Background: an optimization exercise with open tools, aiming at small area. Do not read the settings as production practice.
Only simulation tests tie the RTL to the original design; equivalence was not proved.

### flow/run.sh
#!/bin/bash
set -euo pipefail
W=$(pwd)
cat > "$W/area_synth.tcl" <<EOT
proc abc {args} {
  set i [lsearch -exact \$args -script]
  if {\$i >= 0} { lset args [expr {\$i + 1}] {$W/flow/area.abc} }
  yosys abc {*}\$args
}
source {$W/synth_recipe.tcl}
EOT
bash standard.sh SYNTH_SCRIPT="$W/area_synth.tcl" "BUFFER_PORTS_ARGS=-buffer_cell sky130_fd_sc_hd__buf_1" SETUP_SLACK_MARGIN=-2.5 finish > "$W/standard_flow.log" 2>&1
### flow/area.abc
strash
balance -l
resub -K 6 -l
rewrite -l
resub -K 6 -N 2 -l
refactor -l
resub -K 8 -l
balance -l
resub -K 8 -N 2 -l
rewrite -l
resub -K 10 -l
rewrite -z -l
resub -K 10 -N 2 -l
balance -l
resub -K 12 -l
refactor -z -l
resub -K 12 -N 2 -l
rewrite -z -l
balance -l
balance -l
resub -K 6 -l
rewrite -l
resub -K 6 -N 2 -l
refactor -l
resub -K 8 -l
balance -l
resub -K 8 -N 2 -l
rewrite -l
resub -K 10 -l
rewrite -z -l
resub -K 10 -N 2 -l
balance -l
resub -K 12 -l
refactor -z -l
resub -K 12 -N 2 -l
rewrite -z -l
balance -l
dch -f
amap
topo
### standard.sh
#!/bin/bash
# synth_recipe.tcl (not shown) runs the flow's synth.tcl, then flattens the netlist and writes it again
# the make line also repeats each setting of config.mk as NAME=value (left out here)
make -C /OpenROAD-flow-scripts/flow DESIGN_CONFIG=/design/flow/config.mk WORK_HOME=/design/flow/orfs CLKGATE_MAP_FILE= SYNTH_SCRIPT=/design/flow/synth_recipe.tcl "${@:-finish}"
### config.mk
export PLATFORM = sky130hd
export DESIGN_NAME = LCD_driver
export DESIGN_NICKNAME = LCD_driver
export VERILOG_FILES = /design/flow/design.v
export SDC_FILE = /design/flow/constraint.sdc
export NUM_CORES = 4
export LEC_CHECK = 0
export ABC_AREA = 1
export CAP_MARGIN = 20
export CORE_MARGIN = 2
export CORE_UTILIZATION = 60
export CTS_BUF_LIST = sky130_fd_sc_hd__clkbuf_4
export PLACE_DENSITY = 0.7
export SLEW_MARGIN = 20
### constraint.sdc
create_clock -name core_clock -period 30.0 [get_ports {system_clk}]
set_input_delay 6.0000 -clock core_clock [delete_from_list [all_inputs] [get_ports {system_clk}]]
set_output_delay 6.0000 -clock core_clock [all_outputs]
set_load 0.01 [all_outputs]
### design.v
module LCD_driver(
    input system_clk, rst, run,
    input [31:0] score,
    output LCD_RW, LCD_EN, LCD_RS, LCD_RST,
    output reg [7:0] LCD_DATA
);
    localparam S0 = 3'd0, S1 = 3'd1, S1J = 3'd5, S2A = 3'd2, S2B = 3'd3, S3 = 3'd4, S4 = 3'd6;
    reg [2:0] st;
    reg [5:0] idx;
    reg [3:0] dreg;
    wire [3:0] dig;
    wire [2:0] dhi;
    LCD_conv conv(.x(score), .k(~idx[3:0]), .d(dig));
    LCD_d5 dd(.c(dreg[3:1]), .r(dhi));
    wire fresh = (idx == 6'd0);
    assign LCD_RS  = ~fresh;
    assign LCD_RW  = fresh;
    assign LCD_EN  = fresh | (st == S2A) | (st == S2B) | (st == S3);
    assign LCD_RST = (fresh & (st == S0)) | (st == S1J);
    wire go4 = (run & ~idx[5]) | (idx[5] & (idx[4] | (idx[3:0] == 4'd0)));
    always @(posedge system_clk) begin
        if (st == S1) dreg <= dig;
        if (rst) begin
            st <= S0;
            idx <= 6'd0;
        end else begin
            case (st)
                S0:  st <= go4 ? S4 : S1;
                S1:  begin st <= S2A; idx <= idx + 6'd1; end
                S1J: begin st <= S2A; idx <= 6'd33; end
                S2A: st <= S2B;
                S2B: st <= S3;
                S3:  st <= S0;
                S4:  st <= run ? S1J : S4;
                default: st <= 3'bxxx;
            endcase
        end
    end
    always @* begin
        case (idx)
            6'd0:  LCD_DATA = 8'h00;
            6'd1:  LCD_DATA = 8'h28;  
            6'd2:  LCD_DATA = 8'h45;  
            6'd3:  LCD_DATA = 8'h4C;  
            6'd4:  LCD_DATA = 8'h4C;  
            6'd5:  LCD_DATA = 8'h4F;  
            6'd6:  LCD_DATA = 8'h01;  
            6'd7, 6'd8, 6'd9, 6'd10, 6'd11, 6'd12, 6'd13, 6'd14, 6'd15, 6'd16:
                   LCD_DATA = 8'h5F;  
            6'd17: LCD_DATA = 8'h30;  
            6'd18: LCD_DATA = 8'h52;  
            6'd19: LCD_DATA = 8'h45;  
            6'd20: LCD_DATA = 8'h53;  
            6'd21: LCD_DATA = 8'h53;  
            6'd22: LCD_DATA = 8'h5F;  
            6'd23: LCD_DATA = 8'h52;  
            6'd24: LCD_DATA = 8'h55;  
            6'd25: LCD_DATA = 8'h4E;  
            6'd26: LCD_DATA = 8'h01;  
            6'd27, 6'd28, 6'd29, 6'd30, 6'd31, 6'd32:
                   LCD_DATA = 8'h5F;  
            6'd33: LCD_DATA = 8'h33;  
            6'd34: LCD_DATA = 8'h43;  
            6'd35: LCD_DATA = 8'h4F;  
            6'd36: LCD_DATA = 8'h52;  
            6'd37: LCD_DATA = 8'h45;  
            6'd38: LCD_DATA = 8'h1A;  
            default: LCD_DATA = {4'h3, dhi, dreg[0]};
        endcase
    end
endmodule
module LCD_conv(input [31:0] x, input [3:0] k, output reg [3:0] d);
    wire [31:0] y0;
    wire [28:0] y1;
    wire [25:0] y2;
    wire [22:0] y3;
    wire [18:0] y4;
    wire [15:0] y5;
    wire [12:0] y6;
    wire [8:0] y7;
    wire [5:0] y8;
    wire [2:0] y9;
    assign y0 = x;
    wire [2:0] s_0_30;
    LCD_e5 e0(.b(y0[31:30]), .s(s_0_30));
    wire [2:0] s_0_29; wire q_0_29;
    LCD_m5 c0_29(.s(s_0_30), .y(y0[29]), .q(q_0_29), .o(s_0_29));
    wire [2:0] s_0_28; wire q_0_28;
    LCD_m5 c0_28(.s(s_0_29), .y(y0[28]), .q(q_0_28), .o(s_0_28));
    wire [2:0] s_0_27; wire q_0_27;
    LCD_m5 c0_27(.s(s_0_28), .y(y0[27]), .q(q_0_27), .o(s_0_27));
    wire [2:0] s_0_26; wire q_0_26;
    LCD_m5 c0_26(.s(s_0_27), .y(y0[26]), .q(q_0_26), .o(s_0_26));
    wire [2:0] s_0_25; wire q_0_25;
    LCD_m5 c0_25(.s(s_0_26), .y(y0[25]), .q(q_0_25), .o(s_0_25));
    wire [2:0] s_0_24; wire q_0_24;
    LCD_m5 c0_24(.s(s_0_25), .y(y0[24]), .q(q_0_24), .o(s_0_24));
    wire [2:0] s_0_23; wire q_0_23;
    LCD_m5 c0_23(.s(s_0_24), .y(y0[23]), .q(q_0_23), .o(s_0_23));
    wire [2:0] s_0_22; wire q_0_22;
    LCD_m5 c0_22(.s(s_0_23), .y(y0[22]), .q(q_0_22), .o(s_0_22));
    wire [2:0] s_0_21; wire q_0_21;
    LCD_m5 c0_21(.s(s_0_22), .y(y0[21]), .q(q_0_21), .o(s_0_21));
    wire [2:0] s_0_20; wire q_0_20;
    LCD_m5 c0_20(.s(s_0_21), .y(y0[20]), .q(q_0_20), .o(s_0_20));
    wire [2:0] s_0_19; wire q_0_19;
    LCD_m5 c0_19(.s(s_0_20), .y(y0[19]), .q(q_0_19), .o(s_0_19));
    wire [2:0] s_0_18; wire q_0_18;
    LCD_m5 c0_18(.s(s_0_19), .y(y0[18]), .q(q_0_18), .o(s_0_18));
    wire [2:0] s_0_17; wire q_0_17;
    LCD_m5 c0_17(.s(s_0_18), .y(y0[17]), .q(q_0_17), .o(s_0_17));
    wire [2:0] s_0_16; wire q_0_16;
    LCD_m5 c0_16(.s(s_0_17), .y(y0[16]), .q(q_0_16), .o(s_0_16));
    wire [2:0] s_0_15; wire q_0_15;
    LCD_m5 c0_15(.s(s_0_16), .y(y0[15]), .q(q_0_15), .o(s_0_15));
    wire [2:0] s_0_14; wire q_0_14;
    LCD_m5 c0_14(.s(s_0_15), .y(y0[14]), .q(q_0_14), .o(s_0_14));
    wire [2:0] s_0_13; wire q_0_13;
    LCD_m5 c0_13(.s(s_0_14), .y(y0[13]), .q(q_0_13), .o(s_0_13));
    wire [2:0] s_0_12; wire q_0_12;
    LCD_m5 c0_12(.s(s_0_13), .y(y0[12]), .q(q_0_12), .o(s_0_12));
    wire [2:0] s_0_11; wire q_0_11;
    LCD_m5 c0_11(.s(s_0_12), .y(y0[11]), .q(q_0_11), .o(s_0_11));
    wire [2:0] s_0_10; wire q_0_10;
    LCD_m5 c0_10(.s(s_0_11), .y(y0[10]), .q(q_0_10), .o(s_0_10));
    wire [2:0] s_0_9; wire q_0_9;
    LCD_m5 c0_9(.s(s_0_10), .y(y0[9]), .q(q_0_9), .o(s_0_9));
    wire [2:0] s_0_8; wire q_0_8;
    LCD_m5 c0_8(.s(s_0_9), .y(y0[8]), .q(q_0_8), .o(s_0_8));
    wire [2:0] s_0_7; wire q_0_7;
    LCD_m5 c0_7(.s(s_0_8), .y(y0[7]), .q(q_0_7), .o(s_0_7));
    wire [2:0] s_0_6; wire q_0_6;
    LCD_m5 c0_6(.s(s_0_7), .y(y0[6]), .q(q_0_6), .o(s_0_6));
    wire [2:0] s_0_5; wire q_0_5;
    LCD_m5 c0_5(.s(s_0_6), .y(y0[5]), .q(q_0_5), .o(s_0_5));
    wire [2:0] s_0_4; wire q_0_4;
    LCD_m5 c0_4(.s(s_0_5), .y(y0[4]), .q(q_0_4), .o(s_0_4));
    wire [2:0] s_0_3; wire q_0_3;
    LCD_m5 c0_3(.s(s_0_4), .y(y0[3]), .q(q_0_3), .o(s_0_3));
    wire [2:0] s_0_2; wire q_0_2;
    LCD_m5 c0_2(.s(s_0_3), .y(y0[2]), .q(q_0_2), .o(s_0_2));
    wire [2:0] last_o_0; wire q_0_1;   
    LCD_m5 c0_1(.s(s_0_2), .y(y0[1]), .q(q_0_1), .o(last_o_0));
    assign y1[0] = q_0_1;
    assign y1[1] = q_0_2;
    assign y1[2] = q_0_3;
    assign y1[3] = q_0_4;
    assign y1[4] = q_0_5;
    assign y1[5] = q_0_6;
    assign y1[6] = q_0_7;
    assign y1[7] = q_0_8;
    assign y1[8] = q_0_9;
    assign y1[9] = q_0_10;
    assign y1[10] = q_0_11;
    assign y1[11] = q_0_12;
    assign y1[12] = q_0_13;
    assign y1[13] = q_0_14;
    assign y1[14] = q_0_15;
    assign y1[15] = q_0_16;
    assign y1[16] = q_0_17;
    assign y1[17] = q_0_18;
    assign y1[18] = q_0_19;
    assign y1[19] = q_0_20;
    assign y1[20] = q_0_21;
    assign y1[21] = q_0_22;
    assign y1[22] = q_0_23;
    assign y1[23] = q_0_24;
    assign y1[24] = q_0_25;
    assign y1[25] = q_0_26;
    assign y1[26] = q_0_27;
    assign y1[27] = q_0_28;
    assign y1[28] = q_0_29;
    wire [2:0] pen0 = s_0_2;
    wire [2:0] s_1_27;
    LCD_e5 e1(.b(y1[28:27]), .s(s_1_27));
    wire [2:0] s_1_26; wire q_1_26;
    LCD_m5 c1_26(.s(s_1_27), .y(y1[26]), .q(q_1_26), .o(s_1_26));
    wire [2:0] s_1_25; wire q_1_25;
    LCD_m5 c1_25(.s(s_1_26), .y(y1[25]), .q(q_1_25), .o(s_1_25));
    wire [2:0] s_1_24; wire q_1_24;
    LCD_m5 c1_24(.s(s_1_25), .y(y1[24]), .q(q_1_24), .o(s_1_24));
    wire [2:0] s_1_23; wire q_1_23;
    LCD_m5 c1_23(.s(s_1_24), .y(y1[23]), .q(q_1_23), .o(s_1_23));
    wire [2:0] s_1_22; wire q_1_22;
    LCD_m5 c1_22(.s(s_1_23), .y(y1[22]), .q(q_1_22), .o(s_1_22));
    wire [2:0] s_1_21; wire q_1_21;
    LCD_m5 c1_21(.s(s_1_22), .y(y1[21]), .q(q_1_21), .o(s_1_21));
    wire [2:0] s_1_20; wire q_1_20;
    LCD_m5 c1_20(.s(s_1_21), .y(y1[20]), .q(q_1_20), .o(s_1_20));
    wire [2:0] s_1_19; wire q_1_19;
    LCD_m5 c1_19(.s(s_1_20), .y(y1[19]), .q(q_1_19), .o(s_1_19));
    wire [2:0] s_1_18; wire q_1_18;
    LCD_m5 c1_18(.s(s_1_19), .y(y1[18]), .q(q_1_18), .o(s_1_18));
    wire [2:0] s_1_17; wire q_1_17;
    LCD_m5 c1_17(.s(s_1_18), .y(y1[17]), .q(q_1_17), .o(s_1_17));
    wire [2:0] s_1_16; wire q_1_16;
    LCD_m5 c1_16(.s(s_1_17), .y(y1[16]), .q(q_1_16), .o(s_1_16));
    wire [2:0] s_1_15; wire q_1_15;
    LCD_m5 c1_15(.s(s_1_16), .y(y1[15]), .q(q_1_15), .o(s_1_15));
    wire [2:0] s_1_14; wire q_1_14;
    LCD_m5 c1_14(.s(s_1_15), .y(y1[14]), .q(q_1_14), .o(s_1_14));
    wire [2:0] s_1_13; wire q_1_13;
    LCD_m5 c1_13(.s(s_1_14), .y(y1[13]), .q(q_1_13), .o(s_1_13));
    wire [2:0] s_1_12; wire q_1_12;
    LCD_m5 c1_12(.s(s_1_13), .y(y1[12]), .q(q_1_12), .o(s_1_12));
    wire [2:0] s_1_11; wire q_1_11;
    LCD_m5 c1_11(.s(s_1_12), .y(y1[11]), .q(q_1_11), .o(s_1_11));
    wire [2:0] s_1_10; wire q_1_10;
    LCD_m5 c1_10(.s(s_1_11), .y(y1[10]), .q(q_1_10), .o(s_1_10));
    wire [2:0] s_1_9; wire q_1_9;
    LCD_m5 c1_9(.s(s_1_10), .y(y1[9]), .q(q_1_9), .o(s_1_9));
    wire [2:0] s_1_8; wire q_1_8;
    LCD_m5 c1_8(.s(s_1_9), .y(y1[8]), .q(q_1_8), .o(s_1_8));
    wire [2:0] s_1_7; wire q_1_7;
    LCD_m5 c1_7(.s(s_1_8), .y(y1[7]), .q(q_1_7), .o(s_1_7));
    wire [2:0] s_1_6; wire q_1_6;
    LCD_m5 c1_6(.s(s_1_7), .y(y1[6]), .q(q_1_6), .o(s_1_6));
    wire [2:0] s_1_5; wire q_1_5;
    LCD_m5 c1_5(.s(s_1_6), .y(y1[5]), .q(q_1_5), .o(s_1_5));
    wire [2:0] s_1_4; wire q_1_4;
    LCD_m5 c1_4(.s(s_1_5), .y(y1[4]), .q(q_1_4), .o(s_1_4));
    wire [2:0] s_1_3; wire q_1_3;
    LCD_m5 c1_3(.s(s_1_4), .y(y1[3]), .q(q_1_3), .o(s_1_3));
    wire [2:0] s_1_2; wire q_1_2;
    LCD_m5 c1_2(.s(s_1_3), .y(y1[2]), .q(q_1_2), .o(s_1_2));
    wire [2:0] last_o_1; wire q_1_1;   
    LCD_m5 c1_1(.s(s_1_2), .y(y1[1]), .q(q_1_1), .o(last_o_1));
    assign y2[0] = q_1_1;
    assign y2[1] = q_1_2;
    assign y2[2] = q_1_3;
    assign y2[3] = q_1_4;
    assign y2[4] = q_1_5;
    assign y2[5] = q_1_6;
    assign y2[6] = q_1_7;
    assign y2[7] = q_1_8;
    assign y2[8] = q_1_9;
    assign y2[9] = q_1_10;
    assign y2[10] = q_1_11;
    assign y2[11] = q_1_12;
    assign y2[12] = q_1_13;
    assign y2[13] = q_1_14;
    assign y2[14] = q_1_15;
    assign y2[15] = q_1_16;
    assign y2[16] = q_1_17;
    assign y2[17] = q_1_18;
    assign y2[18] = q_1_19;
    assign y2[19] = q_1_20;
    assign y2[20] = q_1_21;
    assign y2[21] = q_1_22;
    assign y2[22] = q_1_23;
    assign y2[23] = q_1_24;
    assign y2[24] = q_1_25;
    assign y2[25] = q_1_26;
    wire [2:0] pen1 = s_1_2;
    wire [2:0] s_2_24;
    LCD_e5 e2(.b(y2[25:24]), .s(s_2_24));
    wire [2:0] s_2_23; wire q_2_23;
    LCD_m5 c2_23(.s(s_2_24), .y(y2[23]), .q(q_2_23), .o(s_2_23));
    wire [2:0] s_2_22; wire q_2_22;
    LCD_m5 c2_22(.s(s_2_23), .y(y2[22]), .q(q_2_22), .o(s_2_22));
    wire [2:0] s_2_21; wire q_2_21;
    LCD_m5 c2_21(.s(s_2_22), .y(y2[21]), .q(q_2_21), .o(s_2_21));
    wire [2:0] s_2_20; wire q_2_20;
    LCD_m5 c2_20(.s(s_2_21), .y(y2[20]), .q(q_2_20), .o(s_2_20));
    wire [2:0] s_2_19; wire q_2_19;
    LCD_m5 c2_19(.s(s_2_20), .y(y2[19]), .q(q_2_19), .o(s_2_19));
    wire [2:0] s_2_18; wire q_2_18;
    LCD_m5 c2_18(.s(s_2_19), .y(y2[18]), .q(q_2_18), .o(s_2_18));
    wire [2:0] s_2_17; wire q_2_17;
    LCD_m5 c2_17(.s(s_2_18), .y(y2[17]), .q(q_2_17), .o(s_2_17));
    wire [2:0] s_2_16; wire q_2_16;
    LCD_m5 c2_16(.s(s_2_17), .y(y2[16]), .q(q_2_16), .o(s_2_16));
    wire [2:0] s_2_15; wire q_2_15;
    LCD_m5 c2_15(.s(s_2_16), .y(y2[15]), .q(q_2_15), .o(s_2_15));
    wire [2:0] s_2_14; wire q_2_14;
    LCD_m5 c2_14(.s(s_2_15), .y(y2[14]), .q(q_2_14), .o(s_2_14));
    wire [2:0] s_2_13; wire q_2_13;
    LCD_m5 c2_13(.s(s_2_14), .y(y2[13]), .q(q_2_13), .o(s_2_13));
    wire [2:0] s_2_12; wire q_2_12;
    LCD_m5 c2_12(.s(s_2_13), .y(y2[12]), .q(q_2_12), .o(s_2_12));
    wire [2:0] s_2_11; wire q_2_11;
    LCD_m5 c2_11(.s(s_2_12), .y(y2[11]), .q(q_2_11), .o(s_2_11));
    wire [2:0] s_2_10; wire q_2_10;
    LCD_m5 c2_10(.s(s_2_11), .y(y2[10]), .q(q_2_10), .o(s_2_10));
    wire [2:0] s_2_9; wire q_2_9;
    LCD_m5 c2_9(.s(s_2_10), .y(y2[9]), .q(q_2_9), .o(s_2_9));
    wire [2:0] s_2_8; wire q_2_8;
    LCD_m5 c2_8(.s(s_2_9), .y(y2[8]), .q(q_2_8), .o(s_2_8));
    wire [2:0] s_2_7; wire q_2_7;
    LCD_m5 c2_7(.s(s_2_8), .y(y2[7]), .q(q_2_7), .o(s_2_7));
    wire [2:0] s_2_6; wire q_2_6;
    LCD_m5 c2_6(.s(s_2_7), .y(y2[6]), .q(q_2_6), .o(s_2_6));
    wire [2:0] s_2_5; wire q_2_5;
    LCD_m5 c2_5(.s(s_2_6), .y(y2[5]), .q(q_2_5), .o(s_2_5));
    wire [2:0] s_2_4; wire q_2_4;
    LCD_m5 c2_4(.s(s_2_5), .y(y2[4]), .q(q_2_4), .o(s_2_4));
    wire [2:0] s_2_3; wire q_2_3;
    LCD_m5 c2_3(.s(s_2_4), .y(y2[3]), .q(q_2_3), .o(s_2_3));
    wire [2:0] s_2_2; wire q_2_2;
    LCD_m5 c2_2(.s(s_2_3), .y(y2[2]), .q(q_2_2), .o(s_2_2));
    wire [2:0] last_o_2; wire q_2_1;   
    LCD_m5 c2_1(.s(s_2_2), .y(y2[1]), .q(q_2_1), .o(last_o_2));
    assign y3[0] = q_2_1;
    assign y3[1] = q_2_2;
    assign y3[2] = q_2_3;
    assign y3[3] = q_2_4;
    assign y3[4] = q_2_5;
    assign y3[5] = q_2_6;
    assign y3[6] = q_2_7;
    assign y3[7] = q_2_8;
    assign y3[8] = q_2_9;
    assign y3[9] = q_2_10;
    assign y3[10] = q_2_11;
    assign y3[11] = q_2_12;
    assign y3[12] = q_2_13;
    assign y3[13] = q_2_14;
    assign y3[14] = q_2_15;
    assign y3[15] = q_2_16;
    assign y3[16] = q_2_17;
    assign y3[17] = q_2_18;
    assign y3[18] = q_2_19;
    assign y3[19] = q_2_20;
    assign y3[20] = q_2_21;
    assign y3[21] = q_2_22;
    assign y3[22] = q_2_23;
    wire [2:0] pen2 = s_2_2;
    wire [2:0] s_3_21;
    LCD_e5 e3(.b(y3[22:21]), .s(s_3_21));
    wire [2:0] s_3_20; wire q_3_20;
    LCD_m5 c3_20(.s(s_3_21), .y(y3[20]), .q(q_3_20), .o(s_3_20));
    wire [2:0] s_3_19; wire q_3_19;
    LCD_m5 c3_19(.s(s_3_20), .y(y3[19]), .q(q_3_19), .o(s_3_19));
    wire [2:0] s_3_18; wire q_3_18;
    LCD_m5 c3_18(.s(s_3_19), .y(y3[18]), .q(q_3_18), .o(s_3_18));
    wire [2:0] s_3_17; wire q_3_17;
    LCD_m5 c3_17(.s(s_3_18), .y(y3[17]), .q(q_3_17), .o(s_3_17));
    wire [2:0] s_3_16; wire q_3_16;
    LCD_m5 c3_16(.s(s_3_17), .y(y3[16]), .q(q_3_16), .o(s_3_16));
    wire [2:0] s_3_15; wire q_3_15;
    LCD_m5 c3_15(.s(s_3_16), .y(y3[15]), .q(q_3_15), .o(s_3_15));
    wire [2:0] s_3_14; wire q_3_14;
    LCD_m5 c3_14(.s(s_3_15), .y(y3[14]), .q(q_3_14), .o(s_3_14));
    wire [2:0] s_3_13; wire q_3_13;
    LCD_m5 c3_13(.s(s_3_14), .y(y3[13]), .q(q_3_13), .o(s_3_13));
    wire [2:0] s_3_12; wire q_3_12;
    LCD_m5 c3_12(.s(s_3_13), .y(y3[12]), .q(q_3_12), .o(s_3_12));
    wire [2:0] s_3_11; wire q_3_11;
    LCD_m5 c3_11(.s(s_3_12), .y(y3[11]), .q(q_3_11), .o(s_3_11));
    wire [2:0] s_3_10; wire q_3_10;
    LCD_m5 c3_10(.s(s_3_11), .y(y3[10]), .q(q_3_10), .o(s_3_10));
    wire [2:0] s_3_9; wire q_3_9;
    LCD_m5 c3_9(.s(s_3_10), .y(y3[9]), .q(q_3_9), .o(s_3_9));
    wire [2:0] s_3_8; wire q_3_8;
    LCD_m5 c3_8(.s(s_3_9), .y(y3[8]), .q(q_3_8), .o(s_3_8));
    wire [2:0] s_3_7; wire q_3_7;
    LCD_m5 c3_7(.s(s_3_8), .y(y3[7]), .q(q_3_7), .o(s_3_7));
    wire [2:0] s_3_6; wire q_3_6;
    LCD_m5 c3_6(.s(s_3_7), .y(y3[6]), .q(q_3_6), .o(s_3_6));
    wire [2:0] s_3_5; wire q_3_5;
    LCD_m5 c3_5(.s(s_3_6), .y(y3[5]), .q(q_3_5), .o(s_3_5));
    wire [2:0] s_3_4; wire q_3_4;
    LCD_m5 c3_4(.s(s_3_5), .y(y3[4]), .q(q_3_4), .o(s_3_4));
    wire [2:0] s_3_3; wire q_3_3;
    LCD_m5 c3_3(.s(s_3_4), .y(y3[3]), .q(q_3_3), .o(s_3_3));
    wire [2:0] s_3_2; wire q_3_2;
    LCD_m5 c3_2(.s(s_3_3), .y(y3[2]), .q(q_3_2), .o(s_3_2));
    wire [2:0] last_o_3; wire q_3_1;   
    LCD_m5 c3_1(.s(s_3_2), .y(y3[1]), .q(q_3_1), .o(last_o_3));
    assign y4[0] = q_3_1;
    assign y4[1] = q_3_2;
    assign y4[2] = q_3_3;
    assign y4[3] = q_3_4;
    assign y4[4] = q_3_5;
    assign y4[5] = q_3_6;
    assign y4[6] = q_3_7;
    assign y4[7] = q_3_8;
    assign y4[8] = q_3_9;
    assign y4[9] = q_3_10;
    assign y4[10] = q_3_11;
    assign y4[11] = q_3_12;
    assign y4[12] = q_3_13;
    assign y4[13] = q_3_14;
    assign y4[14] = q_3_15;
    assign y4[15] = q_3_16;
    assign y4[16] = q_3_17;
    assign y4[17] = q_3_18;
    assign y4[18] = q_3_19;
    wire [2:0] pen3 = s_3_2;
    wire [2:0] s_4_17;
    LCD_e5 e4(.b(y4[18:17]), .s(s_4_17));
    wire [2:0] s_4_16; wire q_4_16;
    LCD_m5 c4_16(.s(s_4_17), .y(y4[16]), .q(q_4_16), .o(s_4_16));
    wire [2:0] s_4_15; wire q_4_15;
    LCD_m5 c4_15(.s(s_4_16), .y(y4[15]), .q(q_4_15), .o(s_4_15));
    wire [2:0] s_4_14; wire q_4_14;
    LCD_m5 c4_14(.s(s_4_15), .y(y4[14]), .q(q_4_14), .o(s_4_14));
    wire [2:0] s_4_13; wire q_4_13;
    LCD_m5 c4_13(.s(s_4_14), .y(y4[13]), .q(q_4_13), .o(s_4_13));
    wire [2:0] s_4_12; wire q_4_12;
    LCD_m5 c4_12(.s(s_4_13), .y(y4[12]), .q(q_4_12), .o(s_4_12));
    wire [2:0] s_4_11; wire q_4_11;
    LCD_m5 c4_11(.s(s_4_12), .y(y4[11]), .q(q_4_11), .o(s_4_11));
    wire [2:0] s_4_10; wire q_4_10;
    LCD_m5 c4_10(.s(s_4_11), .y(y4[10]), .q(q_4_10), .o(s_4_10));
    wire [2:0] s_4_9; wire q_4_9;
    LCD_m5 c4_9(.s(s_4_10), .y(y4[9]), .q(q_4_9), .o(s_4_9));
    wire [2:0] s_4_8; wire q_4_8;
    LCD_m5 c4_8(.s(s_4_9), .y(y4[8]), .q(q_4_8), .o(s_4_8));
    wire [2:0] s_4_7; wire q_4_7;
    LCD_m5 c4_7(.s(s_4_8), .y(y4[7]), .q(q_4_7), .o(s_4_7));
    wire [2:0] s_4_6; wire q_4_6;
    LCD_m5 c4_6(.s(s_4_7), .y(y4[6]), .q(q_4_6), .o(s_4_6));
    wire [2:0] s_4_5; wire q_4_5;
    LCD_m5 c4_5(.s(s_4_6), .y(y4[5]), .q(q_4_5), .o(s_4_5));
    wire [2:0] s_4_4; wire q_4_4;
    LCD_m5 c4_4(.s(s_4_5), .y(y4[4]), .q(q_4_4), .o(s_4_4));
    wire [2:0] s_4_3; wire q_4_3;
    LCD_m5 c4_3(.s(s_4_4), .y(y4[3]), .q(q_4_3), .o(s_4_3));
    wire [2:0] s_4_2; wire q_4_2;
    LCD_m5 c4_2(.s(s_4_3), .y(y4[2]), .q(q_4_2), .o(s_4_2));
    wire [2:0] last_o_4; wire q_4_1;   
    LCD_m5 c4_1(.s(s_4_2), .y(y4[1]), .q(q_4_1), .o(last_o_4));
    assign y5[0] = q_4_1;
    assign y5[1] = q_4_2;
    assign y5[2] = q_4_3;
    assign y5[3] = q_4_4;
    assign y5[4] = q_4_5;
    assign y5[5] = q_4_6;
    assign y5[6] = q_4_7;
    assign y5[7] = q_4_8;
    assign y5[8] = q_4_9;
    assign y5[9] = q_4_10;
    assign y5[10] = q_4_11;
    assign y5[11] = q_4_12;
    assign y5[12] = q_4_13;
    assign y5[13] = q_4_14;
    assign y5[14] = q_4_15;
    assign y5[15] = q_4_16;
    wire [2:0] pen4 = s_4_2;
    wire [2:0] s_5_14;
    LCD_e5 e5(.b(y5[15:14]), .s(s_5_14));
    wire [2:0] s_5_13; wire q_5_13;
    LCD_m5 c5_13(.s(s_5_14), .y(y5[13]), .q(q_5_13), .o(s_5_13));
    wire [2:0] s_5_12; wire q_5_12;
    LCD_m5 c5_12(.s(s_5_13), .y(y5[12]), .q(q_5_12), .o(s_5_12));
    wire [2:0] s_5_11; wire q_5_11;
    LCD_m5 c5_11(.s(s_5_12), .y(y5[11]), .q(q_5_11), .o(s_5_11));
    wire [2:0] s_5_10; wire q_5_10;
    LCD_m5 c5_10(.s(s_5_11), .y(y5[10]), .q(q_5_10), .o(s_5_10));
    wire [2:0] s_5_9; wire q_5_9;
    LCD_m5 c5_9(.s(s_5_10), .y(y5[9]), .q(q_5_9), .o(s_5_9));
    wire [2:0] s_5_8; wire q_5_8;
    LCD_m5 c5_8(.s(s_5_9), .y(y5[8]), .q(q_5_8), .o(s_5_8));
    wire [2:0] s_5_7; wire q_5_7;
    LCD_m5 c5_7(.s(s_5_8), .y(y5[7]), .q(q_5_7), .o(s_5_7));
    wire [2:0] s_5_6; wire q_5_6;
    LCD_m5 c5_6(.s(s_5_7), .y(y5[6]), .q(q_5_6), .o(s_5_6));
    wire [2:0] s_5_5; wire q_5_5;
    LCD_m5 c5_5(.s(s_5_6), .y(y5[5]), .q(q_5_5), .o(s_5_5));
    wire [2:0] s_5_4; wire q_5_4;
    LCD_m5 c5_4(.s(s_5_5), .y(y5[4]), .q(q_5_4), .o(s_5_4));
    wire [2:0] s_5_3; wire q_5_3;
    LCD_m5 c5_3(.s(s_5_4), .y(y5[3]), .q(q_5_3), .o(s_5_3));
    wire [2:0] s_5_2; wire q_5_2;
    LCD_m5 c5_2(.s(s_5_3), .y(y5[2]), .q(q_5_2), .o(s_5_2));
    wire [2:0] last_o_5; wire q_5_1;   
    LCD_m5 c5_1(.s(s_5_2), .y(y5[1]), .q(q_5_1), .o(last_o_5));
    assign y6[0] = q_5_1;
    assign y6[1] = q_5_2;
    assign y6[2] = q_5_3;
    assign y6[3] = q_5_4;
    assign y6[4] = q_5_5;
    assign y6[5] = q_5_6;
    assign y6[6] = q_5_7;
    assign y6[7] = q_5_8;
    assign y6[8] = q_5_9;
    assign y6[9] = q_5_10;
    assign y6[10] = q_5_11;
    assign y6[11] = q_5_12;
    assign y6[12] = q_5_13;
    wire [2:0] pen5 = s_5_2;
    wire [2:0] s_6_11;
    LCD_e5 e6(.b(y6[12:11]), .s(s_6_11));
    wire [2:0] s_6_10; wire q_6_10;
    LCD_m5 c6_10(.s(s_6_11), .y(y6[10]), .q(q_6_10), .o(s_6_10));
    wire [2:0] s_6_9; wire q_6_9;
    LCD_m5 c6_9(.s(s_6_10), .y(y6[9]), .q(q_6_9), .o(s_6_9));
    wire [2:0] s_6_8; wire q_6_8;
    LCD_m5 c6_8(.s(s_6_9), .y(y6[8]), .q(q_6_8), .o(s_6_8));
    wire [2:0] s_6_7; wire q_6_7;
    LCD_m5 c6_7(.s(s_6_8), .y(y6[7]), .q(q_6_7), .o(s_6_7));
    wire [2:0] s_6_6; wire q_6_6;
    LCD_m5 c6_6(.s(s_6_7), .y(y6[6]), .q(q_6_6), .o(s_6_6));
    wire [2:0] s_6_5; wire q_6_5;
    LCD_m5 c6_5(.s(s_6_6), .y(y6[5]), .q(q_6_5), .o(s_6_5));
    wire [2:0] s_6_4; wire q_6_4;
    LCD_m5 c6_4(.s(s_6_5), .y(y6[4]), .q(q_6_4), .o(s_6_4));
    wire [2:0] s_6_3; wire q_6_3;
    LCD_m5 c6_3(.s(s_6_4), .y(y6[3]), .q(q_6_3), .o(s_6_3));
    wire [2:0] s_6_2; wire q_6_2;
    LCD_m5 c6_2(.s(s_6_3), .y(y6[2]), .q(q_6_2), .o(s_6_2));
    wire [2:0] last_o_6; wire q_6_1;   
    LCD_m5 c6_1(.s(s_6_2), .y(y6[1]), .q(q_6_1), .o(last_o_6));
    assign y7[0] = q_6_1;
    assign y7[1] = q_6_2;
    assign y7[2] = q_6_3;
    assign y7[3] = q_6_4;
    assign y7[4] = q_6_5;
    assign y7[5] = q_6_6;
    assign y7[6] = q_6_7;
    assign y7[7] = q_6_8;
    assign y7[8] = q_6_9;
    wire [2:0] pen6 = s_6_2;
    wire [2:0] s_7_7;
    LCD_e5 e7(.b(y7[8:7]), .s(s_7_7));
    wire [2:0] s_7_6; wire q_7_6;
    LCD_m5 c7_6(.s(s_7_7), .y(y7[6]), .q(q_7_6), .o(s_7_6));
    wire [2:0] s_7_5; wire q_7_5;
    LCD_m5 c7_5(.s(s_7_6), .y(y7[5]), .q(q_7_5), .o(s_7_5));
    wire [2:0] s_7_4; wire q_7_4;
    LCD_m5 c7_4(.s(s_7_5), .y(y7[4]), .q(q_7_4), .o(s_7_4));
    wire [2:0] s_7_3; wire q_7_3;
    LCD_m5 c7_3(.s(s_7_4), .y(y7[3]), .q(q_7_3), .o(s_7_3));
    wire [2:0] s_7_2; wire q_7_2;
    LCD_m5 c7_2(.s(s_7_3), .y(y7[2]), .q(q_7_2), .o(s_7_2));
    wire [2:0] last_o_7; wire q_7_1;   
    LCD_m5 c7_1(.s(s_7_2), .y(y7[1]), .q(q_7_1), .o(last_o_7));
    assign y8[0] = q_7_1;
    assign y8[1] = q_7_2;
    assign y8[2] = q_7_3;
    assign y8[3] = q_7_4;
    assign y8[4] = q_7_5;
    assign y8[5] = q_7_6;
    wire [2:0] pen7 = s_7_2;
    wire [2:0] s_8_4;
    LCD_e5 e8(.b(y8[5:4]), .s(s_8_4));
    wire [2:0] s_8_3; wire q_8_3;
    LCD_m5 c8_3(.s(s_8_4), .y(y8[3]), .q(q_8_3), .o(s_8_3));
    wire [2:0] s_8_2; wire q_8_2;
    LCD_m5 c8_2(.s(s_8_3), .y(y8[2]), .q(q_8_2), .o(s_8_2));
    wire [2:0] last_o_8; wire q_8_1;   
    LCD_m5 c8_1(.s(s_8_2), .y(y8[1]), .q(q_8_1), .o(last_o_8));
    assign y9[0] = q_8_1;
    assign y9[1] = q_8_2;
    assign y9[2] = q_8_3;
    wire [2:0] pen8 = s_8_2;
    wire [2:0] pen9;
    LCD_e5 e9(.b({1'b0, y9[2]}), .s(pen9));
    reg [2:0] ms; reg my1, my0;
    always @* begin
        case (k)
            4'd0: begin ms = pen0; my1 = y0[1]; my0 = y0[0]; end
            4'd1: begin ms = pen1; my1 = y1[1]; my0 = y1[0]; end
            4'd2: begin ms = pen2; my1 = y2[1]; my0 = y2[0]; end
            4'd3: begin ms = pen3; my1 = y3[1]; my0 = y3[0]; end
            4'd4: begin ms = pen4; my1 = y4[1]; my0 = y4[0]; end
            4'd5: begin ms = pen5; my1 = y5[1]; my0 = y5[0]; end
            4'd6: begin ms = pen6; my1 = y6[1]; my0 = y6[0]; end
            4'd7: begin ms = pen7; my1 = y7[1]; my0 = y7[0]; end
            4'd8: begin ms = pen8; my1 = y8[1]; my0 = y8[0]; end
            4'd9: begin ms = pen9; my1 = y9[1]; my0 = y9[0]; end
            default: begin ms = 3'bxxx; my1 = 1'bx; my0 = 1'bx; end
        endcase
    end
    wire [2:0] fs; wire unused_q;
    LCD_m5 cl(.s(ms), .y(my1), .q(unused_q), .o(fs));
    always @* d = {fs, my0};
endmodule
module LCD_m5(input [2:0] s, input y, output q, output [2:0] o);
    assign q = (s[2]) | (y & s[1]);
    assign o[0] = (~y & s[2]) | (y & ~s[1] & ~s[2]);
    assign o[1] = (~y & s[0] & ~s[2]) | (y & s[0] & s[2]);
    assign o[2] = (~s[0] & s[2]) | (~y & s[1]) | (y & s[0] & ~s[2]);
endmodule
module LCD_e5(input [1:0] b, output [2:0] s);
    assign s[0] = (b[0]);
    assign s[1] = (~b[0] & b[1]);
    assign s[2] = (b[0] & b[1]);
endmodule
module LCD_d5(input [2:0] c, output [2:0] r);
    assign r[0] = (c[0]);
    assign r[1] = (c[1]) | (c[0] & c[2]);
    assign r[2] = (~c[0] & c[2]);
endmodule
==> key figures, run 1 <==
Routing
  • Post-DRT Antenna Nets: 0
  • Initial drt markers: 399
  • WL final: 14.66 mm
  • Drt via density: 5.650
  • WL/cell: 10.46 microns
  • DRC Markers: 0
  • Drt first pass iters: 5
  • Routed vias: 7921

Yosys
  • Synth Register Bits: 13
  • Syn nets: 1256
  • Register area share after synthesis: 4.876%
  • Yosys top cell by area: nor2_1
  • Number of enable flip-flop cells after synthesis: 4
  • Ys flop type: dfxtp_1
  • Synth top area cells: nor2_1 17%, o21ai_0 16%, clkinv_1 15%, nand2_1 5.4%, a21oi_1 4.7%
  • Most common cell in the netlist: nor2_1
  • Synthesized netlist cell count: 1217
  • Post-synthesis cell type count: 48
  • Most frequent cells after synthesis: 285 x nor2_1, 238 x clkinv_1, 196 x o21ai_0
  • Warnings, synthesis: 2
  • Syn Area/Cell: 5.060 sq um
  • Synthesized area: 6158 sq um
  • Fraction of registers with async set/reset: 0%
  • Post-synth top area share: 17.37%

Finish
  • Non-Filler Instances: 1402
  • Share of cells above drive strength 1: 2.206%
  • Post-layout util: 67.50%
  • Area grow syn2layout: 8.127%
  • N_diodes: 0
  • Fin nets: 1309
  • Finished layout cell area: 6659 sq um
  • FILL cells: 1023

Critical path
  • Worst reg2reg setup slack: 26.73 ns
  • CP Class: in -> reg
  • Crit-path leading delay family: compound AO/OA/AOI/OAI gates
  • Critical Path Fanout Max: 5
  • Crit path largest cell delay: 0.38 ns
  • Crit path DAT: 29.04 ns
  • Setup crit start: score[29]
  • CP Capture Type: flip-flop
  • Required time of the critical path: 30.03 ns
  • RR Startpoint: idx[3]$_SDFFE_PP0P_
  • Buf/Inv on CP: 44
  • Setup crit start kind: input port
  • Slowest library cell on the worst path: o31ai_2
  • Cell mode on critical path: clkinv_1
  • Reg-to-reg endpoint: dreg[3]$_DFFE_PP_
  • Reg2Reg Depth: 12

Timing
  • Setup_tns: 0 ns
  • Final WS setup: 0.9853 ns
  • Worst Skew: 0.006600 ns
  • Worst hold margin: 0.5191 ns
  • Fin crit share: 96.72%
  • Rel. slew slack: 44.56%
  • Hold Vio Cnt, Final: 0
  • Max Fclk: 34.47 MHz
  • Min Clock Period, post-route: 29.01 ns
  • Slew Limit Fails: 0
  • Setup violators final: 0
  • Slew at the pin closest to its max-slew limit: 0.8209 ns

CTS
  • Latest clock arrival within the worst-skew pair: 0.28 ns
  • Clock Path Buffers: 2
  • Post-CTS Hold Fix Bufs: 0
  • CTS clk-pin slew, worst paths: 0.08 ns
  • H-tree Lvls: 1
  • Cts bufs inserted: 3
  • CTS Sinks: 13
  • Root buffer cell: clkbuf_4
  • CTS tree: done

Die
  • # IOs: 47
  • Die Y: 105.3 microns
  • Core area: 9864 sq um
  • Die area: 11090 sq um
  • Die width: 105.3 microns
  • Initial Utilization: 62.43%
  • Row cnt: 36

Min path
  • Hold Startpoint: st[1]$_SDFF_PP0_
  • Hold endpoint: st[2]$_SDFF_PP0_
  • Hold Crit Depth: 2
  • Hold crit path type: reg -> reg

Flow run
  • Max-cap violations: 0

Status
  • Status: finished clean

Global routing
  • First-pass GRT wire length: 26.21 mm
  • Vias in the first global route: 6863
  • Overflow after GRT: 0
  • Largest net degree at the start of global routing: 10
  • Total Routing Usage GR: 25.61%
  • Initial antenna violation count: 0

Place
  • Post-Place Setup Slack: 0.2855 ns
  • RePlAce Congestion: 0.9164
  • Final HPWL DP: 12.23 mm
  • Input/output buffers: 45
  • Post-placement cell count: 1394
  • Placed instance area: 6486 sq um
-- cells by family after synthesis --
family / share of synthesized area (%)
adder cells (fa/ha/maj): 0.8127
flip-flops: 4.876
buffers and inverters: 14.63
AND/OR/NAND/NOR: 35.51
AO/OA/AOI/OAI: 44.11
other: 0.06089
-- worst max-delay path by stage --
stage | endpoint | slack, ns | cells past startpoint
after floorplan | dreg[3]$_DFFE_PP_ | 4.10 | 150
after global placement | dreg[3]$_DFFE_PP_ | 0.74 | 151
after detailed placement | dreg[3]$_DFFE_PP_ | 0.29 | 151
after CTS | dreg[3]$_DFFE_PP_ | 0.42 | 151
after global routing | dreg[3]$_DFFE_PP_ | -2.60 | 152
final | dreg[3]$_DFFE_PP_ | 0.99 | 152
-- area by class of cell --
type                            instances  area [sq um]  share of cell area (%)
Timing Repair Buffer                   49         200.2                   3.006
Multi-Input combinational cell        965          5069                   76.12
Tap cell                              133         166.4                   2.499
Inverter                              238         893.4                   13.42
Clock buffer                            4         30.03                  0.4510
Sequential cell                        13         300.3                   4.510
-- worst register-to-register path: stages (launching register included) --
cell	delay, ns
dfxtp_1	0.50
clkinv_1	0.21
nor3_1	0.32
clkinv_1	0.24
nand3_1	0.16
nor3_1	0.11
nor3_1	0.20
o211ai_1	0.12
nor2_1	0.10
o31ai_1	0.09
o41ai_1	0.58
nor3_1	0.09
a221o_1	0.28
-- metal layers --
layer	global-route usage, %	vias up	share of wire [%]	wire [microns]
met5	0	-	0	0
li1	-	4396	-	-
met3	1.670	8	3.0	444
met2	45.39	116	43	6259
met1	35.21	3401	54	7908
met4	2.190	0	0.33	49
-- flip-flops by register name (all words and copies together) (netlist names) --
| name | count |
|---|---|
| idx | 6 |
| dreg | 4 |
| st | 3 |
-- cell usage in the layout, fill, tap and decap left out, types with 5 or more instances in the layout --
cell type,count
a21oi_1,58
buf_1,44
o221ai_1,15
o31ai_1,11
o21bai_1,5
a31oi_1,29
dfxtp_1,9
o22ai_1,39
or3_1,12
nor3_1,38
nor2_1,285
o21a_1,21
nor4_1,8
o32ai_1,5
a31oi_2,13
or2_0,24
o211ai_1,17
nand2_1,89
a22oi_1,6
o21ai_0,192
nand3_1,15
nor2b_1,30
clkinv_1,238
-- timing repair --
action | in CTS | in global routing
gates resized for setup | 0 | 24
setup buffers | 0 | 4
endpoints found under the setup margin | 0 | 4
==> run 2, diff against run 1 <==
--- a/flow/area.abc
+++ b/flow/area.abc
@@ -37,4 +37,4 @@
 balance -l
 dch -f
-amap
+amap -x
 topo
==> run 2 against run 1 <==
Net effect:
- non-clock buffer count decreased by 4
- clock skew decreased by 0.0047 ns
- maximum frequency increased by 1.0%
- global-route usage decreased by 0.058 points
- final area decreased by 3.3%
- core utilization decreased by 1.6 points
- largest cell class unchanged
- still clean on timing, DRC and antenna
==> key figures, run 2 <==
Status
  • Status: finished clean

Routing
  • WL/cell: 10.27 microns (-1.8%)
  • DRC Markers: 0 (unchanged)
  • Routed length on met3: 457 microns (+2.9%)
  • Post-DRT Antenna Nets: 0 (unchanged)
  • M1 wire length: 7.467 mm (-5.6%)
  • Highest metal used: met4
  • Initial drt markers: 436 (+9.3%)
  • Drt first pass iters: 5 (unchanged)
  • Routed vias: 7674 (-3.1%)
  • Met2 wire len: 5.988 mm (-4.3%)
  • Drt via density: 5.643 (-0.13%)
  • WL final: 13.96 mm (-4.8%)

Timing
  • Slew at the pin closest to its max-slew limit: 0.8875 ns (+0.06658 ns)
  • Slew Limit Fails: 0 (unchanged)
  • Min Clock Period, post-route: 28.71 ns (-0.2997 ns)
  • Rel. slew slack: 40.06% (-4.5 points)
  • Setup_tns: 0 ns (unchanged)
  • Hold Vio Cnt, Final: 0 (unchanged)
  • Max Fclk: 34.83 MHz (+1.0%)
  • Worst Skew: 0.001916 ns (-0.004684 ns)
  • Fin crit share: 95.72% (-1.0 points)
  • Setup violators final: 0 (unchanged)

Die
  • Core area: 9774 sq um (-0.91%)
  • Die area: 10910 sq um (-1.7%)
  • Row cnt: 36 (unchanged)
  • Die width: 104.4 microns (-0.84%)
  • Initial Utilization: 61.92% (-0.51 points)
  • Die Y: 104.4 microns (-0.84%)
  • # IOs: 47 (unchanged)

Critical path
  • CP Capture Type: flip-flop
  • Critical Path Fanout Max: 7 (+2)
  • RR Startpoint: idx[2]$_SDFFE_PP0P_
  • Reg-to-reg endpoint: dreg[3]$_DFFE_PP_
  • Crit path DAT: 28.76 ns (-0.28 ns)
  • Cell mode on critical path: o21ai_0
  • Worst setup path endpoint: dreg[3]$_DFFE_PP_
  • Reg2Reg Depth: 12 (unchanged)
  • Slowest library cell on the worst path: o41ai_1
  • Setup crit start: score[31]
  • Worst reg2reg setup slack: 26.66 ns (-0.07 ns)
  • CP Class: in -> reg
  • Required time of the critical path: 30.04 ns (about the same)
  • Setup crit start kind: input port
  • Crit path largest cell delay: 0.60 ns (+0.22 ns)

Finish
  • Most frequent cells in the layout: 249 x nor2_1, 197 x clkinv_1, 173 x o21ai_0, 113 x nand2_1, 74 x a21oi_1
  • Reg with most FFs: idx
  • Non-Filler Instances: 1360 (-3.0%)
  • Largest registers: idx (6), dreg (4), st (3)
  • Most common cell after layout, fill and taps aside: nor2_1
  • FILL cells: 1020 (-0.29%)
  • Area grow syn2layout: 6.368%
  • Max FFs per register: 6 (unchanged)
  • N_diodes: 0 (unchanged)
  • Fin nets: 1267 (-3.2%)
  • Share of cells above drive strength 1: 0.7335% (-1.5 points)
  • Finished layout cell area: 6437 sq um (-3.3%)

Yosys
  • Post-synthesis cell type count: 48 (unchanged)
  • Post-synth top area share: 15.44% (-1.9 points)
  • Warnings, synthesis: 2 (unchanged)
  • Number of enable flip-flop cells after synthesis: 4 (unchanged)
  • Synthesized area: 6052 sq um (-1.7%)
  • Synthesized netlist cell count: 1179 (-3.1%)
  • Syn nets: 1218 (-3.0%)
  • Fraction of registers with async set/reset: 0% (unchanged)
  • Synth top area cells: nor2_1 15%, o21ai_0 15%, clkinv_1 12%, nand2_1 7.0%, a21oi_1 6.2%
  • Register area share after synthesis: 4.962% (+0.086 points)
  • Yosys top cell by area: nor2_1
  • Most common cell in the netlist: nor2_1
  • Syn Area/Cell: 5.133 sq um (+1.4%)
  • Ys flop type: dfxtp_1
  • Synth Register Bits: 13 (unchanged)
  • Most frequent cells after synthesis: 249 x nor2_1, 197 x clkinv_1, 185 x o21ai_0

Global routing
  • Largest net degree at the start of global routing: 11 (+1)
  • Initial antenna violation count: 0 (unchanged)
  • Overflow after GRT: 0 (unchanged)
  • Total Routing Usage GR: 25.55% (-0.058 points)
  • First-pass GRT wire length: 25.80 mm (-1.6%)
  • Vias in the first global route: 6481 (-5.6%)

Place
  • Placed instance area: 6380 sq um (-1.6%)
  • RePlAce Congestion: 0.9173 (about the same)
  • Post-placement cell count: 1356 (-2.7%)
  • Input/output buffers: 45 (unchanged)
  • Final HPWL DP: 11.64 mm (-4.9%)

Min path
  • Hold crit path type: reg -> reg
  • Hold Startpoint: st[1]$_SDFF_PP0_

CTS
  • Root buffer cell: clkbuf_4
  • CTS tree: done
  • Latest clock arrival within the worst-skew pair: 0.29 ns (about the same)
  • CTS clk-pin slew, worst paths: 0.08 ns (about the same)
  • H-tree Lvls: 1 (unchanged)
  • Clock Path Buffers: 2 (unchanged)
  • CTS Sinks: 13 (unchanged)
  • Cts bufs inserted: 3 (unchanged)

Flow run
  • Max-cap violations: 0 (unchanged)
[run 2: cell types whose count changed after synthesis, moves of 2 or more]
cell | previous run | this run
a21o_1 | 4 | 2
a21oi_1 | 58 | 75
a31oi_1 | 42 | 33
clkinv_1 | 238 | 197
nand2_1 | 89 | 113
nor2_1 | 285 | 249
nor2b_1 | 30 | 34
o21a_1 | 21 | 26
o21ai_0 | 196 | 185
or2_0 | 24 | 31
[run 2: final cells by class]
class | count | area, sq um | area share (%)
sequential | 13 | 300.3 | 4.665
multi-input combinational | 968 | 5032 | 78.17
inverter | 197 | 739.5 | 11.49
clock buffer | 4 | 30.03 | 0.4665
tap | 133 | 166.4 | 2.585
timing repair buffer | 45 | 168.9 | 2.624
[run 2: cells by family (layout without fill, tap and decap cells)]
family                   Yosys count  count (layout)  share of synthesized area (%)
AO/OA/AOI/OAI                    455             455                          45.28
adder cells (fa/ha/maj)            4               4                         0.8270
buffers and inverters            198             246                          12.34
flip-flops                        13              13                          4.962
other                              1               1                        0.06196
AND/OR/NAND/NOR                  508             508                          36.53
[run 2: per-stage QoR]
stage | hold WS (ns) | utilization [%] | setup slack, ns
after global routing | 0.5466 | 65.86 | -2.543
final | 0.5034 | 65.86 | 1.285
after floorplan | 0.4596 | - | 3.793
after CTS | 0.4975 | 65.58 | 0.05248
after detailed placement | 0.4903 | 65.27 | -0.2071
after global placement | 0.4908 | 65.27 | 0.3729
[run 2: per-layer routing]
metal	vias up	track usage [%]
met3	6	0.6892
met1	3262	36.99
met5	-	0
li1	4273	-
met4	0	2.317
met2	133	43.65
[run 2: worst min path at each step]
| stage | slack (ns) | end | cells after the start |
|---|---|---|---|
| 2_1_floorplan | 0.46 | st[2]$_SDFF_PP0_ | 2 |
| 3_3_place_gp | 0.49 | st[2]$_SDFF_PP0_ | 2 |
| 3_5_place_dp | 0.49 | st[2]$_SDFF_PP0_ | 2 |
| 4_1_cts | 0.50 | st[2]$_SDFF_PP0_ | 2 |
| 5_1_grt | 0.55 | st[2]$_SDFF_PP0_ | 2 |
| 6_report | 0.50 | st[2]$_SDFF_PP0_ | 2 |
[run 2: repair_timing]
item | in CTS | in global routing
setup buffers | 0 | 0
hold buffers | 0 | 0
gates resized for setup | 0 | 17
endpoints found under the setup margin | 0 | 4
[run 2: critical path: cells and delay by family]
kind / cells / cell delay [ns]
compound gates: 60 / 15.05
buf+inv: 16 / 2.37
simple gates: 36 / 5.32
==> run 3, diff against run 2 <==
--- a/flow/run.sh
+++ b/flow/run.sh
@@ -1,3 +1,4 @@
 #!/bin/bash
+
 set -euo pipefail
 W=$(pwd)
==> run 3 against run 2 <==
Net effect:
- register-to-register slack barely moved
- still clean on timing, DRC and antenna
- final area did not move
- clock-buffer cell count did not move
- core utilization did not move
- die area did not move
- highest routed layer unchanged
- hold slack did not move
- clock skew did not move
- critical path type unchanged
==> key figures, run 3 <==
Routing
  • DRC Markers: 0 (unchanged)
  • WL/cell: 10.27 microns (unchanged)
  • Drt first pass iters: 5 (unchanged)
  • Drt via density: 5.643 (unchanged)
  • Post-DRT Antenna Nets: 0 (unchanged)
  • WL final: 13.96 mm (unchanged)
  • Routed vias: 7674 (unchanged)
  • Initial drt markers: 436 (unchanged)

Yosys
  • Warnings, synthesis: 2 (unchanged)
  • Post-synthesis cell type count: 48 (unchanged)
  • Number of enable flip-flop cells after synthesis: 4 (unchanged)
  • Ys flop type: dfxtp_1
  • Synthesized area: 6052 sq um (unchanged)
  • Post-synth top area share: 15.44% (unchanged)
  • Fraction of registers with async set/reset: 0% (unchanged)
  • Synth Register Bits: 13 (unchanged)
  • Syn nets: 1218 (unchanged)
  • Register area share after synthesis: 4.962% (unchanged)
  • Most frequent cells after synthesis: 249 x nor2_1, 197 x clkinv_1, 185 x o21ai_0
  • Syn Area/Cell: 5.133 sq um (unchanged)
  • Most common cell in the netlist: nor2_1
  • Synthesized netlist cell count: 1179 (unchanged)
  • Yosys top cell by area: nor2_1
  • Synth top area cells: nor2_1 15%, o21ai_0 15%, clkinv_1 12%, nand2_1 7.0%, a21oi_1 6.2%

Die
  • # IOs: 47 (unchanged)
  • Die width: 104.4 microns (unchanged)
  • Initial Utilization: 61.92% (unchanged)
  • Core area: 9774 sq um (unchanged)
  • Die area: 10910 sq um (unchanged)
  • Die Y: 104.4 microns (unchanged)
  • Row cnt: 36 (unchanged)

Critical path
  • Setup crit start: score[31]
  • CP Class: in -> reg
  • Crit path largest cell delay: 0.60 ns (about the same)
  • Reg-to-reg endpoint: dreg[3]$_DFFE_PP_
  • Cell mode on critical path: o21ai_0
  • Critical Path Fanout Max: 7 (unchanged)
  • Required time of the critical path: 30.04 ns (about the same)
  • RR Startpoint: idx[2]$_SDFFE_PP0P_
  • Worst reg2reg setup slack: 26.66 ns (about the same)
  • Reg2Reg Depth: 12 (unchanged)
  • Slowest library cell on the worst path: o41ai_1
  • CP Capture Type: flip-flop
  • Crit path DAT: 28.76 ns (about the same)
  • Setup crit start kind: input port
  • Worst setup path endpoint: dreg[3]$_DFFE_PP_

Finish
  • Share of cells above drive strength 1: 0.7335% (unchanged)
  • Max FFs per register: 6 (unchanged)
  • Finished layout cell area: 6437 sq um (unchanged)
  • FF+latch area: 300.3 sq um (unchanged)
  • FILL cells: 1020 (unchanged)
  • Most common cell after layout, fill and taps aside: nor2_1
  • Most frequent cells in the layout: 249 x nor2_1, 197 x clkinv_1, 173 x o21ai_0, 113 x nand2_1, 74 x a21oi_1
  • Reg with most FFs: idx
  • Fin nets: 1267 (unchanged)
  • Non-Filler Instances: 1360 (unchanged)
  • Area grow syn2layout: 6.368% (unchanged)
  • N_diodes: 0 (unchanged)
  • Multi-input gate area: 5032 sq um (unchanged)
  • Largest registers: idx (6), dreg (4), st (3)

CTS
  • CTS tree: done
  • CTS Sinks: 13 (unchanged)
  • Clock Path Buffers: 2 (unchanged)
  • CTS clk-pin slew, worst paths: 0.08 ns (about the same)
  • Setup bufs post-CTS: 0 (unchanged)
  • Root buffer cell: clkbuf_4
  • Latest clock arrival within the worst-skew pair: 0.29 ns (about the same)
  • H-tree Lvls: 1 (unchanged)
  • Cts bufs inserted: 3 (unchanged)
  • Post-CTS Hold Fix Bufs: 0 (unchanged)

Timing
  • Fin crit share: 95.72% (unchanged)
  • Setup violators final: 0 (unchanged)
  • Worst hold margin: 0.5034 ns (unchanged)
  • Min Clock Period, post-route: 28.71 ns (unchanged)
  • Slew Limit Fails: 0 (unchanged)
  • Slew at the pin closest to its max-slew limit: 0.8875 ns (unchanged)
  • Hold Vio Cnt, Final: 0 (unchanged)
  • Worst Skew: 0.001916 ns (unchanged)
  • Max Fclk: 34.83 MHz (unchanged)
  • Rel. slew slack: 40.06% (unchanged)
  • Final WS setup: 1.285 ns (unchanged)

Place
  • Input/output buffers: 45 (unchanged)
  • Post-placement cell count: 1356 (unchanged)
  • Post-Place Setup Slack: -0.2071 ns (unchanged)
  • Final HPWL DP: 11.64 mm (unchanged)
  • Placed instance area: 6380 sq um (unchanged)
  • RePlAce Congestion: 0.9173 (unchanged)

Global routing
  • Total Routing Usage GR: 25.55% (unchanged)
  • Vias in the first global route: 6481 (unchanged)
  • First-pass GRT wire length: 25.80 mm (unchanged)
  • Initial antenna violation count: 0 (unchanged)
  • Largest net degree at the start of global routing: 11 (unchanged)
  • Overflow after GRT: 0 (unchanged)

Flow run
  • Max-cap violations: 0 (unchanged)

Status
  • Status: finished clean

Min path
  • Hold crit path type: reg -> reg
-- run 3: kinds of logic after synthesis --
logic type,count (synthesis),share of synthesized area (%)
adder cells (fa/ha/maj),4,0.8270
AO/OA/AOI/OAI,455,45.28
other,1,0.06196
flip-flops,13,4.962
AND/OR/NAND/NOR,508,36.53
buffers and inverters,198,12.34
-- run 3: routing by layer --
metal  wire length, microns  vias up  GRT usage, %  part of all wire (%)
met5                      0        -             0                     0
met2                   5988      133         43.65                    43
met4                     51        0         2.317                  0.37
met1                   7467     3262         36.99                    53
met3                    457        6        0.6892                   3.3
li1                       -     4273             -                     -
-- run 3: worst max-delay path, delay by kind of cell --
kind | cells | cell delay, ns
buf+inv | 16 | 2.37
compound gates | 60 | 15.05
simple gates | 36 | 5.32
-- run 3: worst min path at each step --
stage	end	startpoint	cells after the start	slack, ns
6_report	st[2]$_SDFF_PP0_	st[1]$_SDFF_PP0_	2	0.50
2_1_floorplan	st[2]$_SDFF_PP0_	st[1]$_SDFF_PP0_	2	0.46
5_1_grt	st[2]$_SDFF_PP0_	st[1]$_SDFF_PP0_	2	0.55
4_1_cts	st[2]$_SDFF_PP0_	st[1]$_SDFF_PP0_	2	0.50
3_5_place_dp	st[2]$_SDFF_PP0_	st[1]$_SDFF_PP0_	2	0.49
3_3_place_gp	st[2]$_SDFF_PP0_	st[1]$_SDFF_PP0_	2	0.49
-- run 3: per-stage QoR --
stage	setup TNS (ns)	util, %
6_report	0	65.86
5_1_grt	-9.658	65.86
4_1_cts	0	65.58
3_5_place_dp	-0.3351	65.27
3_3_place_gp	0	65.27
2_1_floorplan	0	-
-- run 3: repair_timing --
| item | 4_1_cts | 5_1_grt |
|---|---|---|
| setup endpoints to repair | 0 | 4 |
| gates resized for setup | 0 | 17 |
| endpoints found under the hold margin | 0 | 0 |
-- run 3: area by class of cell --
| class | instances | area share, % |
|---|---|---|
| Inverter | 197 | 11.49 |
| Tap cell | 133 | 2.585 |
| Sequential cell | 13 | 4.665 |
| Timing Repair Buffer | 45 | 2.624 |
| Multi-Input combinational cell | 968 | 78.17 |
| Clock buffer | 4 | 0.4665 |
==> run 4, diff against run 3 <==
==> flow/run.sh (replaced) <==
#!/bin/bash
set -euo pipefail
W=$(pwd)
cat > "$W/area_synth.tcl" <<EOT
proc abc {args} {
  set i [lsearch -exact \$args -script]
  if {\$i >= 0} { lset args [expr {\$i + 1}] {$W/flow/area.abc} }
  yosys abc {*}\$args
}
source {$W/synth_recipe.tcl}
EOT
bash standard.sh SYNTH_SCRIPT="$W/area_synth.tcl" "BUFFER_PORTS_ARGS=-buffer_cell sky130_fd_sc_hd__buf_1" SETUP_SLACK_MARGIN=-2.0 finish > "$W/standard_flow.log" 2>&1
==> run 4 against run 3 <==
Net effect:
- routed wire length up 0.29%
- sequential share of layout area hardly changed
- setup slack improved by 0.23 ns
- core utilization is 0.36 points higher
- synthesized cell count did not move
- global-route usage unchanged
- register-to-register slack barely moved
- clock-buffer cell count unchanged
- sequential cell count is the same
- non-clock buffer count is the same
- critical path type unchanged
- clock skew about the same
==> key figures, run 4 <==
Finish
  • Area grow syn2layout: 6.947%
  • Reg with most FFs: idx
  • Most common cell after layout, fill and taps aside: nor2_1
  • Share of cells above drive strength 1: 1.304% (+0.57 points)
  • N_diodes: 0 (unchanged)
  • Largest registers: idx (6), dreg (4), st (3)
  • Max FFs per register: 6 (unchanged)
  • Most frequent cells in the layout: 249 x nor2_1, 197 x clkinv_1, 167 x o21ai_0, 113 x nand2_1, 71 x a21oi_1
  • Fin nets: 1267 (unchanged)

Critical path
  • Setup crit start kind: input port
  • CP Class: in -> reg
  • Cell mode on critical path: clkinv_1
  • Crit path DAT: 28.53 ns (-0.23 ns)
  • Required time of the critical path: 30.04 ns (about the same)

Global routing
  • Vias in the first global route: 6481 (unchanged)
  • Initial antenna violation count: 0 (unchanged)
  • Overflow after GRT: 0 (unchanged)
  • Largest net degree at the start of global routing: 11 (unchanged)

Place
  • RePlAce Congestion: 0.9173 (unchanged)
  • Final HPWL DP: 11.64 mm (unchanged)
  • Input/output buffers: 45 (unchanged)

Timing
  • Setup violators final: 0 (unchanged)
  • Slew Limit Fails: 0 (unchanged)
  • Setup_tns: 0 ns (unchanged)
  • Min Clock Period, post-route: 28.49 ns (-0.2299 ns)
  • Rel. slew slack: 44.93% (+4.9 points)
  • Worst Skew: 0.001865 ns (-0.00005076 ns)
  • Slew at the pin closest to its max-slew limit: 0.8153 ns (-0.07212 ns)
  • Max Fclk: 35.11 MHz (+0.81%)
  • Hold Vio Cnt, Final: 0 (unchanged)

Status
  • Status: finished clean

Die
  • Initial Utilization: 61.92% (unchanged)
  • Die width: 104.4 microns (unchanged)
  • Die Y: 104.4 microns (unchanged)
  • Row cnt: 36 (unchanged)
  • Core area: 9774 sq um (unchanged)

Yosys
  • Most frequent cells after synthesis: 249 x nor2_1, 197 x clkinv_1, 185 x o21ai_0
  • Synthesized area: 6052 sq um (unchanged)
  • Most common cell in the netlist: nor2_1
  • Post-synth top area share: 15.44% (unchanged)
  • Register area share after synthesis: 4.962% (unchanged)
  • Number of enable flip-flop cells after synthesis: 4 (unchanged)
  • Syn nets: 1218 (unchanged)
  • Ys flop type: dfxtp_1
  • Syn Area/Cell: 5.133 sq um (unchanged)
  • Post-synthesis cell type count: 48 (unchanged)
  • Synthesized netlist cell count: 1179 (unchanged)
  • Synth Register Bits: 13 (unchanged)
  • Synth top area cells: nor2_1 15%, o21ai_0 15%, clkinv_1 12%, nand2_1 7.0%, a21oi_1 6.2%

CTS
  • CTS tree: done
  • Latest clock arrival within the worst-skew pair: 0.28 ns (about the same)
  • CTS clk-pin slew, worst paths: 0.08 ns (about the same)
  • Cts bufs inserted: 3 (unchanged)
  • Root buffer cell: clkbuf_4
  • Setup bufs post-CTS: 0 (unchanged)
  • CTS Sinks: 13 (unchanged)

Flow run
  • Max-cap violations: 0 (unchanged)

Routing
  • Drt via density: 5.676 (+0.59%)
  • Initial drt markers: 446 (+2.3%)
  • Drt first pass iters: 5 (unchanged)
  • Routed vias: 7719 (+0.59%)
==> run 4: cell counts after synthesis <==
Identical to the previous run, type by type.
==> run 4: what timing repair did <==
item | 4_1_cts | 5_1_grt
setup endpoints to repair | 0 | 4
hold buffers | 0 | 0
resized for setup | 0 | 30
==> run 4: final timing paths <==
check	startpoint	to	slack [ns]	cells after the start
setup / recovery	score[31]	dreg[3]$_DFFE_PP_	1.51	124
setup reg to reg	idx[3]$_SDFFE_PP0P_	dreg[3]$_DFFE_PP_	26.66	12
hold / removal	st[1]$_SDFF_PP0_	st[2]$_SDFF_PP0_	0.50	2
hold reg to reg	st[1]$_SDFF_PP0_	st[2]$_SDFF_PP0_	0.50	2
==> run 4: critical path, delay by kind of cell <==
family | cells | cell delay (ns)
compound gates | 55 | 12.87
simple gates | 45 | 6.47
buf+inv | 24 | 3.11
==> run 4: final cells by class <==
type | count | area, sq um
Multi-Input combinational cell | 968 | 5067
Clock buffer | 4 | 30.03
Sequential cell | 13 | 300.3
Timing Repair Buffer | 45 | 168.9
Inverter | 197 | 739.5
Fill cell | 1017 | 3302
Tap cell | 133 | 166.4
==> run 4: metrics by stage <==
stage,utilization [%],setup WS (ns),cells,cell area [sq um],hold WS [ns]
after CTS,65.58,0.05248,1360,6410,0.4975
after floorplan,-,3.793,1179,6052,0.4596
after global routing,66.22,-2.048,1360,6472,0.5466
after global placement,65.27,0.3729,1356,6380,0.4908
after detailed placement,65.27,-0.2071,1356,6380,0.4903
final,66.22,1.515,1360,6472,0.5035
==> run 4: layer usage <==
metal | up-vias | track usage (%) | part of all wire, %
met5 | - | 0 | 0
met4 | 0 | 2.317 | 0.38
met3 | 8 | 0.6892 | 3.1
met2 | 129 | 43.65 | 43
met1 | 3296 | 36.99 | 53
li1 | 4286 | - | -
==> run 4: kinds of logic (layout without fill, tap and decap cells) <==
group / Yosys count / after routing / synth area share (%)
AND/OR/NAND/NOR: 508 / 508 / 36.53
buffers and inverters: 198 / 246 / 12.34
flip-flops: 13 / 13 / 4.962
AO/OA/AOI/OAI: 455 / 455 / 45.28
adder cells (fa/ha/maj): 4 / 4 / 0.8270
other: 1 / 1 / 0.06196

==> afterwards: timing with drivers on the ports <==
The flow's constraints put no driver on any port. The routed layouts listed below were extracted and timed again, unchanged, in two steps. Step 1 (the two cells are an assumption about what drives the block):
set clk [get_ports {system_clk}]
set_driving_cell -lib_cell sky130_fd_sc_hd__clkbuf_16 $clk
set_driving_cell -lib_cell sky130_fd_sc_hd__buf_2 [delete_from_list [all_inputs] $clk]
Step 2 also shifts input and output timing later by t, the mid clock arrival at the registers, as if the neighbouring blocks saw the same clock. a / b / c = ideal / step 1 / step 2; a / b = the first two.
run | t, ns | setup slack, ns | hold WS [ns] | clock arrival spread, ns
run 1 | 0.296 | 0.985 / 0.982 / 0.685 | 0.519 / 0.519 / 0.519 | 0.006 / 0.007
run 2 | 0.306 | 1.285 / 1.285 / 0.979 | 0.503 / 0.503 / 0.503 | 0.002 / 0.002
run 3 | 0.306 | 1.285 / 1.285 / 0.979 | 0.503 / 0.503 / 0.503 | 0.002 / 0.002
run 4 | 0.304 | 1.515 / 1.515 / 1.211 | 0.503 / 0.503 / 0.503 | 0.002 / 0.002
After both steps setup and hold are still met in every run listed.
